This is an optimization exercise on Yosys and OpenROAD, whose aim is small area, a short achievable clock period and few clock cycles, not a production implementation. At most, simulation tests tie the RTL to the original design; equivalence was not proved. No activity file was given, so power comes from the tool's default toggle rates.

Design encode, start of the top module:
module encode#(
	parameter DATAWIDTH_STATE		= 16,
	parameter DATAWIDTH_XMAX		= 18,
	parameter DATAWIDTH_RCPFREQ		= 32,
	parameter DATAWIDTH_BIAS		= 10,
	parameter DATAWIDTH_CMPLFREQ	= 9,
	parameter DATAWIDTH_RCPSHIFT	= 6,
	parameter RANS_BYTE_L_SHIFT		= 8,
	parameter DATANUM				= 130560
)(
	input wire								clk,
	input wire								rst,
	input wire								start,
	output reg								onebyte_end,
	output reg								finish,
	input wire	[	 DATAWIDTH_XMAX-1:0]	x_max,
	input wire								x_max_valid,
	input wire	[ DATAWIDTH_RCPFREQ-1:0]	rcp_freq,
	input wire								rcp_freq_valid,
	input wire	[	 DATAWIDTH_BIAS-1:0]	bias,
	input wire								bias_valid,
	input wire	[DATAWIDTH_CMPLFREQ-1:0]	cmpl_freq,
	input wire								cmpl_freq_valid,
	input wire	[DATAWIDTH_RCPSHIFT-1:0]	rcp_shift,
	input wire								rcp_shift_valid,
	input wire								tvalid,
	input wire	[			   	    7:0]	tdata,
	input wire								tlast,
	output reg	[			   	    7:0]	byte_enc,
	output reg								out_valid
);
clock: 10.0 ns
lec_check: 0
cap_margin: 20
core_margin: 2
core_utilization: 45
cts_cluster_diameter: 100
cts_cluster_size: 30
setup_slack_margin: 5
slew_margin: 20
synth_memory_max_bits: 16384
tns_end_percent: 20
standard.sh (not shown) runs the stock make flow with config.mk's settings and CLKGATE_MAP_FILE= SYNTH_SCRIPT=/design/flow/synth_recipe.tcl, a recipe that flattens the netlist after the stock synthesis.
==> flow/flow/run.sh <==
#!/bin/bash
# Standard synthesis, then the standard ORFS layout steps with repair_timing
# aiming at a larger setup slack (a tighter internal target than the clock).
set -euo pipefail
MARGIN=${MARGIN:-6.5}
bash standard.sh synth > synth.log 2>&1
sed "s/SETUP_SLACK_MARGIN=[0-9.]*/SETUP_SLACK_MARGIN=$MARGIN/" standard.sh > layout.sh
grep -q "SETUP_SLACK_MARGIN=$MARGIN" layout.sh
bash layout.sh > layout.log 2>&1
Testbench counts at the start, summed over its fixed seeds: cycles 36,480.
Then changed:
--- a/flow/design.v
+++ b/flow/design.v
@@ -77,24 +77,41 @@
 		input [6:0] a;
 		input [6:0] b;
 		input ge;
 		integer i;
 		reg r;
 		begin
 			r = ge;
 			for (i = 0; i < 7; i = i + 1)
 				r = (a[i] & ~b[i]) | ((a[i] | ~b[i]) & r);
 			cmp7 = r;
 		end
 	endfunction
+	function [63:0] therm64;
+		input [6:0] w;
+		reg [8:0] eqh, gth;
+		reg [7:0] gel;
+		integer i, j;
+		begin
+			for (i = 0; i < 9; i = i + 1) begin
+				eqh[i] = (w[6:3] == i);
+				gth[i] = (w[6:3] > i);
+			end
+			for (j = 0; j < 8; j = j + 1)
+				gel[j] = (w[2:0] >= j);
+			for (i = 0; i < 8; i = i + 1)
+				for (j = 0; j < 8; j = j + 1)
+					therm64[8*i+j] = (j == 7) ? gth[i] : (gth[i] | (eqh[i] & gel[j+1]));
+		end
+	endfunction
 	function [15:0] dec4;
 		input [3:0] a;
 		begin
 			dec4 = 16'd1 << a;
 		end
 	endfunction
 	reg rst_r;
 	always @(posedge clk) rst_r <= rst;
 	reg			ld_v;
 	reg	[7:0]	ld_f;
 	always @(posedge clk) begin
 		ld_v <= x_max_valid;
@@ -106,28 +123,29 @@
 		if (rst_r) begin
 			ld_cnt <= 8'd0;
 			ld_acc <= 9'd0;
 		end else if (ld_v) begin
 			ld_cnt <= ld_cnt + 8'd1;
 			ld_acc <= ld_acc + {1'b0, ld_f};
 		end
 	end
 	reg	[2*255-1:0]	lsr;	 
 	always @(posedge clk)
 		if (ld_v) lsr <= {lsr[2*254-1:0], ld_acc[1:0]};
 	reg	[4:0]	thb [1:64];
+	wire [63:0] ld_ge = therm64(ld_acc[8:2]);	 
 	genvar gk;
 	generate for (gk = 1; gk <= 64; gk = gk + 1) begin : g_thb
 		always @(posedge clk)
-			if (ld_v && !cmp7(ld_acc[8:2], gk, 1'b1)) thb[gk] <= ld_cnt[4:0];
+			if (ld_v && !ld_ge[gk-1]) thb[gk] <= ld_cnt[4:0];
 	end endgenerate
 	reg	[6:0]	thw [1:7];
 	generate for (gk = 1; gk <= 7; gk = gk + 1) begin : g_thw
 		always @(posedge clk)
 			if (ld_v && ld_cnt == 32*gk) thw[gk] <= ld_acc[8:2];
 	end endgenerate
 	reg	[7:0]	idx;
 	always @(posedge clk)
 		idx <= tvalid ? tdata : idx + 8'd1;
 	wire [15:0] oh_hi = dec4(idx[7:4]);
 	wire [15:0] oh_lo = dec4(idx[3:0]);
 	wire [1:0] lent [0:255];
@@ -156,27 +174,29 @@
 			3'd0: begin thw_a <= 7'd0;   thw_b <= thw[1]; end
 			3'd1: begin thw_a <= thw[1]; thw_b <= thw[2]; end
 			3'd2: begin thw_a <= thw[2]; thw_b <= thw[3]; end
 			3'd3: begin thw_a <= thw[3]; thw_b <= thw[4]; end
 			3'd4: begin thw_a <= thw[4]; thw_b <= thw[5]; end
 			3'd5: begin thw_a <= thw[5]; thw_b <= thw[6]; end
 			3'd6: begin thw_a <= thw[6]; thw_b <= thw[7]; end
 			default: begin thw_a <= thw[7]; thw_b <= 7'd64; end
 		endcase
 		s_lo <= idx[4:0];
 		lo_r <= rd_lo;
 	end
+	wire [63:0] ta = therm64(thw_a);
+	wire [63:0] tb = therm64(thw_b);
 	wire [64:1] t;
 	generate for (gk = 1; gk <= 64; gk = gk + 1) begin : g_cmp
-		assign t[gk] = cmp7(thw_a, gk, 1'b1) | (cmp7(thw_b, gk, 1'b1) & cmp7({2'b0, s_lo}, {2'b0, thb[gk]}, 1'b0));
+		assign t[gk] = ta[gk-1] | (tb[gk-1] & cmp7({2'b0, s_lo}, {2'b0, thb[gk]}, 1'b0));
 	end endgenerate
 	reg [5:0] rd_hi;
 	integer ik;
 	always @(*) begin
 		rd_hi = 6'd0;
 		for (ik = 1; ik < 64; ik = ik + 1)
 			if (t[ik] & ~t[ik+1]) rd_hi = rd_hi | ik[5:0];
 	end
 	wire [7:0] rd_cdf = {rd_hi, lo_r};
 	reg			v1, v2, v3, v4, v5, v6, v7, fin1, fin2;
 	reg			l1, l2, l3, l4, l5, l6, l7;
 	always @(posedge clk) begin
After rerunning:
- The new run passed the timing, design-rule and antenna checks
- first-iteration DRC count is lower by 3.9%
- cell area is lower by 0.37%
- setup slack gets better by 0.053 ns
- wire length is lower by 1.7%
- power is lower by 3.0%
- die area is lower by 0.39%
- synthesized area is lower by 0.40%
- count of clock-buffer cells in the layout is lower by 3
- critical path depth is lower by 16
Testbench counts after the change, summed over its fixed seeds: cycles 36,480.


The RTL this note starts from:
==> flow/design.v <==
module encode#(
	parameter DATAWIDTH_STATE		= 16,
	parameter DATAWIDTH_XMAX		= 18,
	parameter DATAWIDTH_RCPFREQ		= 32,
	parameter DATAWIDTH_BIAS		= 10,
	parameter DATAWIDTH_CMPLFREQ	= 9,
	parameter DATAWIDTH_RCPSHIFT	= 6,
	parameter RANS_BYTE_L_SHIFT		= 8,
	parameter DATANUM				= 130560
)(
	input wire								clk,
	input wire								rst,
	input wire								start,
	output reg								onebyte_end,
	output reg								finish,
	input wire	[	 DATAWIDTH_XMAX-1:0]	x_max,
	input wire								x_max_valid,
	input wire	[ DATAWIDTH_RCPFREQ-1:0]	rcp_freq,
	input wire								rcp_freq_valid,
	input wire	[	 DATAWIDTH_BIAS-1:0]	bias,
	input wire								bias_valid,
	input wire	[DATAWIDTH_CMPLFREQ-1:0]	cmpl_freq,
	input wire								cmpl_freq_valid,
	input wire	[DATAWIDTH_RCPSHIFT-1:0]	rcp_shift,
	input wire								rcp_shift_valid,
	input wire								tvalid,
	input wire	[			   	    7:0]	tdata,
	input wire								tlast,
	output reg	[			   	    7:0]	byte_enc,
	output reg								out_valid
);
	function gt8;
		input [7:0] a;
		input [7:0] b;
		reg [7:0] g, p;
		reg [3:0] g1, p1;
		reg [1:0] g2, p2;
		integer i;
		begin
			g = a & ~b;		 
			p = a | ~b;		 
			for (i = 0; i < 4; i = i + 1) begin
				g1[i] = g[2*i+1] | (p[2*i+1] & g[2*i]);
				p1[i] = g[2*i+1] | (p[2*i+1] & p[2*i]);
			end
			for (i = 0; i < 2; i = i + 1) begin
				g2[i] = g1[2*i+1] | (p1[2*i+1] & g1[2*i]);
				p2[i] = g1[2*i+1] | (p1[2*i+1] & p1[2*i]);
			end
			gt8 = g2[1] | (p2[1] & g2[0]);
		end
	endfunction
	function ge12;
		input [11:0] a;
		input [11:0] b;
		reg [11:0] g, p;
		reg [5:0] g1, p1;
		reg [2:0] g2, p2;
		reg p3;
		integer i;
		begin
			g = a & ~b;		 
			p = a | ~b;		 
			for (i = 0; i < 6; i = i + 1) begin
				g1[i] = g[2*i+1] | (p[2*i+1] & g[2*i]);
				p1[i] = g[2*i+1] | (p[2*i+1] & p[2*i]);
			end
			for (i = 0; i < 3; i = i + 1) begin
				g2[i] = g1[2*i+1] | (p1[2*i+1] & g1[2*i]);
				p2[i] = g1[2*i+1] | (p1[2*i+1] & p1[2*i]);
			end
			p3 = g2[1] | (p2[1] & p2[0]);
			ge12 = g2[2] | (p2[2] & p3);
		end
	endfunction
	function cmp7;
		input [6:0] a;
		input [6:0] b;
		input ge;
		integer i;
		reg r;
		begin
			r = ge;
			for (i = 0; i < 7; i = i + 1)
				r = (a[i] & ~b[i]) | ((a[i] | ~b[i]) & r);
			cmp7 = r;
		end
	endfunction
	function [15:0] dec4;
		input [3:0] a;
		begin
			dec4 = 16'd1 << a;
		end
	endfunction
	reg rst_r;
	always @(posedge clk) rst_r <= rst;
	reg			ld_v;
	reg	[7:0]	ld_f;
	always @(posedge clk) begin
		ld_v <= x_max_valid;
		ld_f <= x_max[15:8];
	end
	reg	[7:0]	ld_cnt;		 
	reg	[8:0]	ld_acc;		 
	always @(posedge clk) begin
		if (rst_r) begin
			ld_cnt <= 8'd0;
			ld_acc <= 9'd0;
		end else if (ld_v) begin
			ld_cnt <= ld_cnt + 8'd1;
			ld_acc <= ld_acc + {1'b0, ld_f};
		end
	end
	reg	[2*255-1:0]	lsr;	 
	always @(posedge clk)
		if (ld_v) lsr <= {lsr[2*254-1:0], ld_acc[1:0]};
	reg	[4:0]	thb [1:64];
	genvar gk;
	generate for (gk = 1; gk <= 64; gk = gk + 1) begin : g_thb
		always @(posedge clk)
			if (ld_v && !cmp7(ld_acc[8:2], gk, 1'b1)) thb[gk] <= ld_cnt[4:0];
	end endgenerate
	reg	[6:0]	thw [1:7];
	generate for (gk = 1; gk <= 7; gk = gk + 1) begin : g_thw
		always @(posedge clk)
			if (ld_v && ld_cnt == 32*gk) thw[gk] <= ld_acc[8:2];
	end endgenerate
	reg	[7:0]	idx;
	always @(posedge clk)
		idx <= tvalid ? tdata : idx + 8'd1;
	wire [15:0] oh_hi = dec4(idx[7:4]);
	wire [15:0] oh_lo = dec4(idx[3:0]);
	wire [1:0] lent [0:255];
	genvar gp;
	generate for (gp = 0; gp < 255; gp = gp + 1) begin : g_row
		assign lent[gp] = lsr[2*gp +: 2];
	end endgenerate
	assign lent[255] = 2'd0;
	reg [1:0] rd_lo;
	reg [1:0] grp;
	integer ia, ib;
	always @(*) begin
		rd_lo = 2'd0;
		for (ia = 0; ia < 16; ia = ia + 1) begin
			grp = 2'd0;
			for (ib = 0; ib < 16; ib = ib + 1)
				grp = grp | ({2{oh_lo[ib]}} & lent[16*(15-ia) + (15-ib)]);
			rd_lo = rd_lo | ({2{oh_hi[ia]}} & grp);
		end
	end
	reg [6:0] thw_a, thw_b;
	reg [4:0] s_lo;
	reg [1:0] lo_r;
	always @(posedge clk) begin
		case (idx[7:5])
			3'd0: begin thw_a <= 7'd0;   thw_b <= thw[1]; end
			3'd1: begin thw_a <= thw[1]; thw_b <= thw[2]; end
			3'd2: begin thw_a <= thw[2]; thw_b <= thw[3]; end
			3'd3: begin thw_a <= thw[3]; thw_b <= thw[4]; end
			3'd4: begin thw_a <= thw[4]; thw_b <= thw[5]; end
			3'd5: begin thw_a <= thw[5]; thw_b <= thw[6]; end
			3'd6: begin thw_a <= thw[6]; thw_b <= thw[7]; end
			default: begin thw_a <= thw[7]; thw_b <= 7'd64; end
		endcase
		s_lo <= idx[4:0];
		lo_r <= rd_lo;
	end
	wire [64:1] t;
	generate for (gk = 1; gk <= 64; gk = gk + 1) begin : g_cmp
		assign t[gk] = cmp7(thw_a, gk, 1'b1) | (cmp7(thw_b, gk, 1'b1) & cmp7({2'b0, s_lo}, {2'b0, thb[gk]}, 1'b0));
	end endgenerate
	reg [5:0] rd_hi;
	integer ik;
	always @(*) begin
		rd_hi = 6'd0;
		for (ik = 1; ik < 64; ik = ik + 1)
			if (t[ik] & ~t[ik+1]) rd_hi = rd_hi | ik[5:0];
	end
	wire [7:0] rd_cdf = {rd_hi, lo_r};
	reg			v1, v2, v3, v4, v5, v6, v7, fin1, fin2;
	reg			l1, l2, l3, l4, l5, l6, l7;
	always @(posedge clk) begin
		if (rst_r) begin
			v1 <= 1'b0; v2 <= 1'b0; v3 <= 1'b0; v4 <= 1'b0; v5 <= 1'b0; v6 <= 1'b0; v7 <= 1'b0;
			fin1 <= 1'b0;
			fin2 <= 1'b0;
		end else begin
			v1 <= tvalid; v2 <= v1; v3 <= v2; v4 <= v3; v5 <= v4; v6 <= v5; v7 <= v6;
			fin1 <= v7 & l7;
			fin2 <= fin1;
		end
		l1 <= tlast; l2 <= l1; l3 <= l2; l4 <= l3; l5 <= l4; l6 <= l5; l7 <= l6;
	end
	reg	[7:0]	c0, c1;
	always @(posedge clk) begin
		c0 <= c1;
		c1 <= rd_cdf;
	end
	reg	[7:0]	fa;
	always @(posedge clk)
		if (v4) fa <= c1 - c0;
	reg	[7:0]	ca, pc;
	reg	[7:0]	m1;
	reg	[9:0]	m3;
	reg	[10:0]	m5, m7;
	reg	[11:0]	m9, m11, m13, m15;
	always @(posedge clk) begin
		ca  <= c0;
		pc  <= ca;
		m1  <= fa;
		m3  <= {2'b0, fa} + {1'b0, fa, 1'b0};
		m5  <= {3'b0, fa} + {1'b0, fa, 2'b0};
		m7  <= {fa, 3'b0} - {3'b0, fa};
		m9  <= {1'b0, fa, 3'b0} + {4'b0, fa};
		m11 <= {1'b0, fa, 3'b0} + {3'b0, fa, 1'b0} + {4'b0, fa};
		m13 <= {fa, 4'b0} - {3'b0, fa, 1'b0} - {4'b0, fa};
		m15 <= {fa, 4'b0} - {4'b0, fa};
	end
	wire [11:0] mul [0:15];
	assign mul[0]  = 12'd0;
	assign mul[1]  = {4'b0, m1};
	assign mul[2]  = {3'b0, m1, 1'b0};
	assign mul[3]  = {2'b0, m3};
	assign mul[4]  = {2'b0, m1, 2'b0};
	assign mul[5]  = {1'b0, m5};
	assign mul[6]  = {1'b0, m3, 1'b0};
	assign mul[7]  = {1'b0, m7};
	assign mul[8]  = {1'b0, m1, 3'b0};
	assign mul[9]  = m9;
	assign mul[10] = {m5, 1'b0};
	assign mul[11] = m11;
	assign mul[12] = {m3, 2'b0};
	assign mul[13] = m13;
	assign mul[14] = {m7, 1'b0};
	assign mul[15] = m15;
	reg	[15:0]	x;
	reg			need;		 
	wire [7:0] hi = x[15:8];
	wire [7:0] lo = x[7:0];
	reg	[7:0]	ur;
	reg	[3:0]	ud;
	reg	[3:0]	qh;			 
	reg	[7:0]	e2;			 
	wire [11:0]	u_w = {ur, ud};
	wire [3:0]	v2h = ur[3:0] + e2[7:4];
	wire [7:0]	u_v = v7 ? {v2h, e2[3:0]} : {ur[3:0], ud};
	wire [15:0]	u_t;		 
	wire [15:0]	u_e;		 
	wire [7:0]	u_c [0:15];
	assign u_t[0] = 1'b1;
	genvar gm;
	generate for (gm = 1; gm < 16; gm = gm + 1) begin : g_div
		assign u_t[gm] = ge12(u_w, mul[gm]);
	end endgenerate
	generate for (gm = 0; gm < 16; gm = gm + 1) begin : g_cand
		assign u_c[gm] = u_v - mul[gm][7:0];
		if (gm < 15) begin : g_e
			assign u_e[gm] = u_t[gm] & ~u_t[gm+1];
		end else begin : g_e
			assign u_e[gm] = u_t[gm];
		end
	end endgenerate
	reg [7:0] u_rem;
	reg [3:0] u_q;
	integer mi;
	always @(*) begin
		u_rem = 8'd0;
		u_q = 4'd0;
		for (mi = 0; mi < 16; mi = mi + 1)
			if (u_e[mi]) begin
				u_rem = u_rem | u_c[mi];
				u_q = u_q | mi[3:0];
			end
	end
	wire [15:0] x_new = {qh, u_q, u_rem};
	wire [3:0] fah = fa[7:4];
	wire need_fast = (qh > fah) | ((qh == fah) & u_t[fa[3:0]]);
	wire need_slow = hi >= fa;
	wire need_nx = v7 ? need_fast : need_slow;
	wire [15:0] x_src = v7 ? x_new : x;
	wire [3:0] d2_nx = need ? hi[3:0] : lo[3:0];
	always @(posedge clk) begin
		need <= need_nx;
		if (v6) begin
			ur <= u_rem;
			ud <= d2_nx;
		end else begin
			ur <= need_nx ? 8'd0 : x_src[15:8];
			ud <= need_nx ? x_src[15:12] : x_src[7:4];
		end
		qh <= u_q;
		e2 <= {4'd0, d2_nx} + pc;
		if (start)   x <= 16'd256;
		else if (v7) x <= x_new;
	end
	always @(posedge clk) begin
		onebyte_end <= tvalid;
		if (rst_r) begin
			out_valid <= 1'b0;
			finish    <= 1'b0;
		end else begin
			out_valid <= (v6 & need) | fin1 | fin2;
			finish    <= fin2;
		end
		byte_enc <= (v6 | fin1) ? lo : hi;
	end
endmodule
clock: 10.0 ns
lec_check: 0
cap_margin: 20
core_margin: 2
core_utilization: 45
cts_cluster_diameter: 100
cts_cluster_size: 30
setup_slack_margin: 5
slew_margin: 20
synth_memory_max_bits: 16384
Scripts as last shown in full above: flow/flow/run.sh
==> next run, changes <==
--- a/flow/design.v
+++ b/flow/design.v
@@ -233,17 +233,23 @@
 	assign mul[13] = m13;
 	assign mul[14] = {m7, 1'b0};
 	assign mul[15] = m15;
-	reg	[15:0]	x;
+	reg	[15:0]	xr;			 
+	reg			fresh;		 
 	reg			need;		 
-	wire [7:0] hi = x[15:8];
-	wire [7:0] lo = x[7:0];
-	reg	[7:0]	ur;
-	reg	[3:0]	ud;
+	reg			sel_n, sel_x;	 
+	wire [7:0] hi = fresh ? 8'd1 : xr[15:8];
+	wire [7:0] lo = fresh ? 8'd0 : xr[7:0];
+	reg	[7:0]	r1;			 
 	reg	[3:0]	qh;			 
+	reg	[3:0]	d2;			 
 	reg	[7:0]	e2;			 
-	wire [11:0]	u_w = {ur, ud};
-	wire [3:0]	v2h = ur[3:0] + e2[7:4];
-	wire [7:0]	u_v = v7 ? {v2h, e2[3:0]} : {ur[3:0], ud};
+	wire [11:0]	u_w = ({12{sel_n}} & {8'd0, hi[7:4]})
+	                | ({12{sel_x}} & {hi, lo[7:4]})
+	                | ({12{v7}}    & {r1, d2});
+	wire [7:0]	v2h = r1[3:0] + e2[7:4];
+	wire [7:0]	u_v = ({8{sel_n}} & {4'd0, hi[7:4]})
+	                | ({8{sel_x}} & {hi[3:0], lo[7:4]})
+	                | ({8{v7}}    & {v2h[3:0], e2[3:0]});
 	wire [15:0]	u_t;		 
 	wire [15:0]	u_e;		 
 	wire [7:0]	u_c [0:15];
@@ -277,21 +283,18 @@
 	wire need_fast = (qh > fah) | ((qh == fah) & u_t[fa[3:0]]);
 	wire need_slow = hi >= fa;
 	wire need_nx = v7 ? need_fast : need_slow;
-	wire [15:0] x_src = v7 ? x_new : x;
 	wire [3:0] d2_nx = need ? hi[3:0] : lo[3:0];
 	always @(posedge clk) begin
 		need <= need_nx;
-		if (v6) begin
-			ur <= u_rem;
-			ud <= d2_nx;
-		end else begin
-			ur <= need_nx ? 8'd0 : x_src[15:8];
-			ud <= need_nx ? x_src[15:12] : x_src[7:4];
-		end
+		sel_n <= v5 & need_nx;
+		sel_x <= v5 & ~need_nx;
+		r1 <= u_rem;
 		qh <= u_q;
+		d2 <= d2_nx;
 		e2 <= {4'd0, d2_nx} + pc;
-		if (start)   x <= 16'd256;
-		else if (v7) x <= x_new;
+		if (start)   fresh <= 1'b1;
+		else if (v7) fresh <= 1'b0;
+		if (v7) xr <= x_new;
 	end
 	always @(posedge clk) begin
 		onebyte_end <= tvalid;
=> Critical path depth decreases by 3; count of clock-buffer cells in the layout rises by 1; wire length rose by 1.0%; hold slack is about the same; die area stays flat; design area stays flat; fmax went down by 2.2%; via count went down by 1.4%; global-route usage increases by 0.23 points; power came out lower by 0.40%.
No run of this note included a check of the RTL's function; only the layout flow was run.

==> port drivers added, routing unchanged <==
In the flow no input, the clock included, has a driving cell. The finished layouts below were timed again as built, in two steps. Step 1: set_driving_cell puts a clkbuf_16 on clk and a buf_2 on each other input, an assumption about the parent block. Step 2 moves the port delays by t, midway between the first and last clock arrival at a register: inputs arrive t later, outputs are due t later. That takes back most of the time a late clock gives input paths. Slacks: ideal ports / drivers / drivers and shift; pairs: ideal ports / drivers.
run | t (ns) | setup slack, ns | worst hold slack (ns) | latest minus earliest clock arrival (ns) | pins driven straight from the clock port
the first run of note 1 | 0.761 | 6.370 / 6.349 / 6.370 | 0.320 / 0.320 / 0.320 | 0.056 / 0.056 | 1
the second run of note 1 | 0.756 | 6.422 / 6.349 / 6.438 | 0.326 / 0.326 / 0.326 | 0.076 / 0.075 | 1
the first run of note 2 | 0.737 | 6.206 / 6.206 / 6.206 | 0.337 / 0.337 / 0.337 | 0.070 / 0.070 | 1
the second run of note 2 | 0.752 | 6.121 / 6.121 / 6.121 | 0.335 / 0.335 / 0.335 | 0.058 / 0.058 | 1
After both steps every run listed still meets setup and hold.
